Background: an optimization exercise with open tools, aiming at small area. Do not read the settings as production practice. Function was checked by simulation only, so behaviour that the tests miss may differ from the original. Power figures rest on the tool's default switching activity, not on a simulated workload.

// axi_timer_counter_top
module axi_timer_counter_top #(
  parameter AXI_ADDR_BW_p = 12     
) (
  input logic  clk,
  input logic  rst_n,
  input logic [AXI_ADDR_BW_p-1:0] i_axi_awaddr,
  input logic  i_axi_awvalid,
  input logic [31:0] i_axi_wdata,
  input logic i_axi_wvalid,
  input logic i_axi_bready,
  input logic [AXI_ADDR_BW_p-1:0] i_axi_araddr,
  input logic i_axi_arvalid,
  input logic i_axi_rready,
  output logic o_axi_awready,
  output logic o_axi_wready,
  output logic [1:0] o_axi_bresp,
  output logic o_axi_bvalid,
  output logic o_axi_arready,
  output logic [31:0] o_axi_rdata,
  output logic [1:0] o_axi_rresp,
  output logic o_axi_rvalid,
  output logic o_cnt0_done,
  output logic o_cnt1_done
);
Size in the first run: roughly 1,000 cells after synthesis, roughly 110 I/O pins, roughly 12,000 um2 of cells after synthesis.
clock: 5.0 ns
lec_check: 0
cap_margin: 20
core_margin: 2
core_utilization: 60
slew_margin: 20
standard.sh (not shown) runs the stock make flow with config.mk's settings and CLKGATE_MAP_FILE= SYNTH_SCRIPT=/design/flow/synth_recipe.tcl, a recipe that flattens the netlist after the stock synthesis.
==> flow/flow/run.sh <==
#!/bin/bash
# Layout flow: the standard synthesis, then the combinational logic between
# the registers re-mapped for area by ABC (registers, their names and cell types
# untouched), then the standard ORFS flow from the synthesised netlist on.
set -euo pipefail
W=$(pwd)
P=${FLOW_PLATFORM:-sky130hd}
R=$W/orfs/results/$P/axi_timer_counter_top/base
LIB=$FLOW_HOME/platforms/$P/lib/sky130_fd_sc_hd__tt_025C_1v80.lib

# 1. standard synthesis
bash standard.sh synth > $W/log_1_synth.log 2>&1
cp $R/1_2_yosys.v $W/std_synth.v

# 2. re-map the logic between the registers
SEQ=$(python3 - "$LIB" <<'PY'
import re, sys
t = open(sys.argv[1]).read()
out = []
for c in re.split(r'\n\s*cell\s*\(', t)[1:]:
    name = re.match(r'"?(\w+)"?\)', c).group(1)
    if re.search(r'\n\s*(ff|latch|ff_bank|statetable)\s*\(', c):
        out.append(name)
print(' '.join(out))
PY
)
DONTUSE=$(for c in $(make -s -C $FLOW_HOME DESIGN_CONFIG=$W/config.mk WORK_HOME=$W/orfs print-DONT_USE_CELLS 2>/dev/null | sed 's/^DONT_USE_CELLS: *//'); do printf -- '-dont_use %s ' "$c"; done)
# Candidate ABC scripts; each is checked against the standard netlist and the
# smallest equivalent result is kept (the standard netlist if none is).
N0='&get -n\n&st\n&dch\n&nf -R 1000\n&put\n'
N1='&get -n\n&st\n&dch\n&nf -R 1000 -F 8 -C 32 -p\n&put\n'
printf "$N0$N0$N0$N0" > $W/remap_a.abc
printf "&get -n\n&st\n&deepsyn -J 50\n&put\n$N1$N1$N1$N1" > $W/remap_b.abc
printf "&get -n\n&st\n&deepsyn -I 4 -J 50\n&put\n$N1$N1$N1$N1" > $W/remap_c.abc
for k in a b c; do
cat > $W/remap_$k.ys <<YS
read_liberty -ignore_miss_func -ignore_miss_dir $LIB
blackbox $SEQ
read_verilog $W/std_synth.v
hierarchy -top $FLOW_TOP
flatten
opt_clean -purge
abc -liberty $LIB -script $W/remap_$k.abc -D 5000 $DONTUSE
opt_clean -purge
hilomap -singleton -hicell sky130_fd_sc_hd__conb_1 HI -locell sky130_fd_sc_hd__conb_1 LO
insbuf -buf sky130_fd_sc_hd__buf_4 A X
splitnets
opt_clean -purge
tee -o $W/remap_$k.stat stat -liberty $LIB
write_verilog -noattr -noexpr -nohex -nodec $W/remapped_$k.v
YS
cat > $W/equiv_$k.ys <<YS
read_liberty -ignore_miss_func -ignore_miss_dir $LIB
read_verilog $W/equiv_gold.v
read_verilog $W/equiv_gate_$k.v
setattr -mod -unset top gold
rename -hide gold/w:_* gate/w:_* gold/c:_* gate/c:_*
flatten gold gate
opt_clean
async2sync
equiv_make gold gate equiv
hierarchy -top equiv
equiv_simple -seq 2
equiv_induct
equiv_status -assert
YS
done
sed "s/^module $FLOW_TOP(/module gold(/" $W/std_synth.v > $W/equiv_gold.v
for k in a b c; do
  ( yosys -s $W/remap_$k.ys > $W/log_2_remap_$k.log 2>&1 \
    && sed "s/^module $FLOW_TOP(/module gate(/" $W/remapped_$k.v > $W/equiv_gate_$k.v \
    && yosys -s $W/equiv_$k.ys > $W/log_2_equiv_$k.log 2>&1 \
    && echo ok > $W/remap_$k.ok ) || true &
done
wait
cp $W/std_synth.v $W/remapped.v
best=""
bestarea=1e18
for k in a b c; do
  [[ -f $W/remap_$k.ok ]] || continue
  a=$(sed -n "s/.*Chip area for module .*: \([0-9.]*\).*/\1/p" $W/remap_$k.stat | tail -1)
  if python3 -c "import sys; sys.exit(0 if float('$a') < float('$bestarea') else 1)"; then
    best=$k; bestarea=$a
  fi
done
echo "remap: chose '${best:-none}' area $bestarea" > $W/log_2_remap_choice.log
[[ -n "$best" ]] && cp $W/remapped_$best.v $W/remapped.v
cp $W/remapped.v $R/1_2_yosys.v
rm -f $R/1_synth.odb

# 3. the rest of the standard flow: port buffers of the smallest size, no
#    dummy loads in the clock tree
bash standard.sh finish \
  "BUFFER_PORTS_ARGS=-buffer_cell sky130_fd_sc_hd__buf_1" \
  "CTS_ARGS=-sink_clustering_enable -repair_clock_nets -sink_clustering_size 30 -sink_clustering_max_diameter 100 -buf_list sky130_fd_sc_hd__clkbuf_16 -root_buf sky130_fd_sc_hd__clkbuf_4 -tree_buf sky130_fd_sc_hd__clkbuf_4 -dont_use_dummy_load" \
  > $W/log_3_layout.log 2>&1
The baseline produced a clean layout.
Next try:
==> flow/flow/run.sh (replaced) <==
#!/bin/bash
# Layout flow: the standard synthesis, then the combinational logic between
# the registers re-mapped for area by ABC (registers, their names and cell types
# untouched), then the standard ORFS flow from the synthesised netlist on.
set -euo pipefail
W=$(pwd)
P=${FLOW_PLATFORM:-sky130hd}
R=$W/orfs/results/$P/axi_timer_counter_top/base
LIB=$FLOW_HOME/platforms/$P/lib/sky130_fd_sc_hd__tt_025C_1v80.lib

# 1. standard synthesis
bash standard.sh synth > $W/log_1_synth.log 2>&1
cp $R/1_2_yosys.v $W/std_synth.v

# 2. re-map the logic between the registers
SEQ=$(python3 - "$LIB" <<'PY'
import re, sys
t = open(sys.argv[1]).read()
out = []
for c in re.split(r'\n\s*cell\s*\(', t)[1:]:
    name = re.match(r'"?(\w+)"?\)', c).group(1)
    if re.search(r'\n\s*(ff|latch|ff_bank|statetable)\s*\(', c):
        out.append(name)
print(' '.join(out))
PY
)
DONTUSE=$(for c in $(make -s -C $FLOW_HOME DESIGN_CONFIG=$W/config.mk WORK_HOME=$W/orfs print-DONT_USE_CELLS 2>/dev/null | sed 's/^DONT_USE_CELLS: *//'); do printf -- '-dont_use %s ' "$c"; done)
B='&get -n\n&st\n&dch\n&nf -R 1000\n&put\n'
printf "&get -n\n&st\n&deepsyn -T 60\n&put\n$B$B$B$B" > $W/remap.abc
cat > $W/remap.ys <<YS
read_liberty -ignore_miss_func -ignore_miss_dir $LIB
blackbox $SEQ
read_verilog $W/std_synth.v
hierarchy -top $FLOW_TOP
flatten
opt_clean -purge
abc -liberty $LIB -script $W/remap.abc -D 5000 $DONTUSE
opt_clean -purge
hilomap -singleton -hicell sky130_fd_sc_hd__conb_1 HI -locell sky130_fd_sc_hd__conb_1 LO
insbuf -buf sky130_fd_sc_hd__buf_4 A X
splitnets
opt_clean -purge
stat -liberty $LIB
write_verilog -noattr -noexpr -nohex -nodec $W/remapped.v
YS
yosys -s $W/remap.ys > $W/log_2_remap.log 2>&1
cp $W/remapped.v $R/1_2_yosys.v
rm -f $R/1_synth.odb

# 3. the rest of the standard flow: port buffers of the smallest size, no
#    dummy loads in the clock tree
bash standard.sh finish \
  "BUFFER_PORTS_ARGS=-buffer_cell sky130_fd_sc_hd__buf_1" \
  "CTS_ARGS=-sink_clustering_enable -repair_clock_nets -sink_clustering_size 30 -sink_clustering_max_diameter 60 -buf_list sky130_fd_sc_hd__clkbuf_16 -dont_use_dummy_load" \
  > $W/log_3_layout.log 2>&1
What happened: The new run finished clean. Global-route usage goes up by 1.4 points. Total power is higher by 10%. Wire length is higher by 3.8%. Clock-buffer cell count goes up by 8. Combinational power climbs by about 2%. Register-to-register slack gains 0.11 ns. Hold slack got worse by 0.0034 ns. Worst setup slack gets better by 0.11 ns. First-iteration DRC count is higher by 11%.
Next try:
--- a/flow/flow/run.sh
+++ b/flow/flow/run.sh
@@ -26,7 +26,13 @@
 )
 DONTUSE=$(for c in $(make -s -C $FLOW_HOME DESIGN_CONFIG=$W/config.mk WORK_HOME=$W/orfs print-DONT_USE_CELLS 2>/dev/null | sed 's/^DONT_USE_CELLS: *//'); do printf -- '-dont_use %s ' "$c"; done)
-B='&get -n\n&st\n&dch\n&nf -R 1000\n&put\n'
-printf "&get -n\n&st\n&deepsyn -T 60\n&put\n$B$B$B$B" > $W/remap.abc
-cat > $W/remap.ys <<YS
+# Candidate ABC scripts; each is checked against the standard netlist and the
+# smallest equivalent result is kept (the standard netlist if none is).
+N0='&get -n\n&st\n&dch\n&nf -R 1000\n&put\n'
+N1='&get -n\n&st\n&dch\n&nf -R 1000 -F 8 -C 32 -p\n&put\n'
+printf "$N0$N0$N0$N0" > $W/remap_a.abc
+printf "&get -n\n&st\n&deepsyn -J 50\n&put\n$N1$N1$N1$N1" > $W/remap_b.abc
+printf "&get -n\n&st\n&deepsyn -I 4 -J 50\n&put\n$N1$N1$N1$N1" > $W/remap_c.abc
+for k in a b c; do
+cat > $W/remap_$k.ys <<YS
 read_liberty -ignore_miss_func -ignore_miss_dir $LIB
 blackbox $SEQ
@@ -35,5 +41,5 @@
 flatten
 opt_clean -purge
-abc -liberty $LIB -script $W/remap.abc -D 5000 $DONTUSE
+abc -liberty $LIB -script $W/remap_$k.abc -D 5000 $DONTUSE
 opt_clean -purge
 hilomap -singleton -hicell sky130_fd_sc_hd__conb_1 HI -locell sky130_fd_sc_hd__conb_1 LO
@@ -41,8 +47,43 @@
 splitnets
 opt_clean -purge
-stat -liberty $LIB
-write_verilog -noattr -noexpr -nohex -nodec $W/remapped.v
+tee -o $W/remap_$k.stat stat -liberty $LIB
+write_verilog -noattr -noexpr -nohex -nodec $W/remapped_$k.v
 YS
-yosys -s $W/remap.ys > $W/log_2_remap.log 2>&1
+cat > $W/equiv_$k.ys <<YS
+read_liberty -ignore_miss_func -ignore_miss_dir $LIB
+read_verilog $W/equiv_gold.v
+read_verilog $W/equiv_gate_$k.v
+setattr -mod -unset top gold
+rename -hide gold/w:_* gate/w:_* gold/c:_* gate/c:_*
+flatten gold gate
+opt_clean
+async2sync
+equiv_make gold gate equiv
+hierarchy -top equiv
+equiv_simple -seq 2
+equiv_induct
+equiv_status -assert
+YS
+done
+sed "s/^module $FLOW_TOP(/module gold(/" $W/std_synth.v > $W/equiv_gold.v
+for k in a b c; do
+  ( yosys -s $W/remap_$k.ys > $W/log_2_remap_$k.log 2>&1 \
+    && sed "s/^module $FLOW_TOP(/module gate(/" $W/remapped_$k.v > $W/equiv_gate_$k.v \
+    && yosys -s $W/equiv_$k.ys > $W/log_2_equiv_$k.log 2>&1 \
+    && echo ok > $W/remap_$k.ok ) || true &
+done
+wait
+cp $W/std_synth.v $W/remapped.v
+best=""
+bestarea=1e18
+for k in a b c; do
+  [[ -f $W/remap_$k.ok ]] || continue
+  a=$(sed -n "s/.*Chip area for module .*: \([0-9.]*\).*/\1/p" $W/remap_$k.stat | tail -1)
+  if python3 -c "import sys; sys.exit(0 if float('$a') < float('$bestarea') else 1)"; then
+    best=$k; bestarea=$a
+  fi
+done
+echo "remap: chose '${best:-none}' area $bestarea" > $W/log_2_remap_choice.log
+[[ -n "$best" ]] && cp $W/remapped_$best.v $W/remapped.v
 cp $W/remapped.v $R/1_2_yosys.v
 rm -f $R/1_synth.odb
@@ -52,4 +93,4 @@
 bash standard.sh finish \
   "BUFFER_PORTS_ARGS=-buffer_cell sky130_fd_sc_hd__buf_1" \
-  "CTS_ARGS=-sink_clustering_enable -repair_clock_nets -sink_clustering_size 30 -sink_clustering_max_diameter 60 -buf_list sky130_fd_sc_hd__clkbuf_16 -dont_use_dummy_load" \
+  "CTS_ARGS=-sink_clustering_enable -repair_clock_nets -sink_clustering_size 30 -sink_clustering_max_diameter 150 -buf_list sky130_fd_sc_hd__clkbuf_16 -root_buf sky130_fd_sc_hd__clkbuf_4 -tree_buf sky130_fd_sc_hd__clkbuf_4 -dont_use_dummy_load" \
   > $W/log_3_layout.log 2>&1
What happened: The changed run went through all stages and came out clean. Cell count fell by about 1.5%. Power fell by 9.2%. Setup slack gets worse by 0.11 ns. Routed wire length fell by about 3.7%. Hold slack gets better by 0.0034 ns. Critical path depth rose by 1. Design area fell by about 2.2%. Clock-buffer cell count fell by 8. Via count fell by 1.4%. Die area stays flat.
Next try:
CAP_MARGIN = 10   (was 20)
SLEW_MARGIN = 10   (was 20)
Outcome: The new run produced a clean layout; die area does not change; maximum frequency hardly moves; total power barely changes; clock-buffer cell count is unchanged.

==> afterwards: timing with drivers on the ports <==
The results above use ideal ports. As a check the final layouts listed here were re-extracted and re-timed, cells and wires unchanged. Step 1 sets driving cells, clkbuf_16 on the clock port and buf_2 on the other inputs (assumed; they add their load-dependent delay and slew). Step 2 moves the port delays by t, midway between the first and last clock arrival at a register: inputs arrive t later, outputs are due t later. That takes back most of the time a late clock gives input paths. a / b / c = ideal ports / drivers / drivers and shift; a / b = the first two.
| run | t (ns) | slack for setup (ns) | cell pins on the clock port's net |
|---|---|---|---|
| the first run | 0.663 | 0.355 / 0.355 / 0.355 | 1 |
| the second run | 0.554 | 0.462 / 0.462 / 0.462 | 1 |
| the third run | 0.663 | 0.355 / 0.355 / 0.355 | 1 |
| the fourth run | 0.667 | 0.356 / 0.356 / 0.356 | 1 |
After both steps every run listed still meets setup and hold.
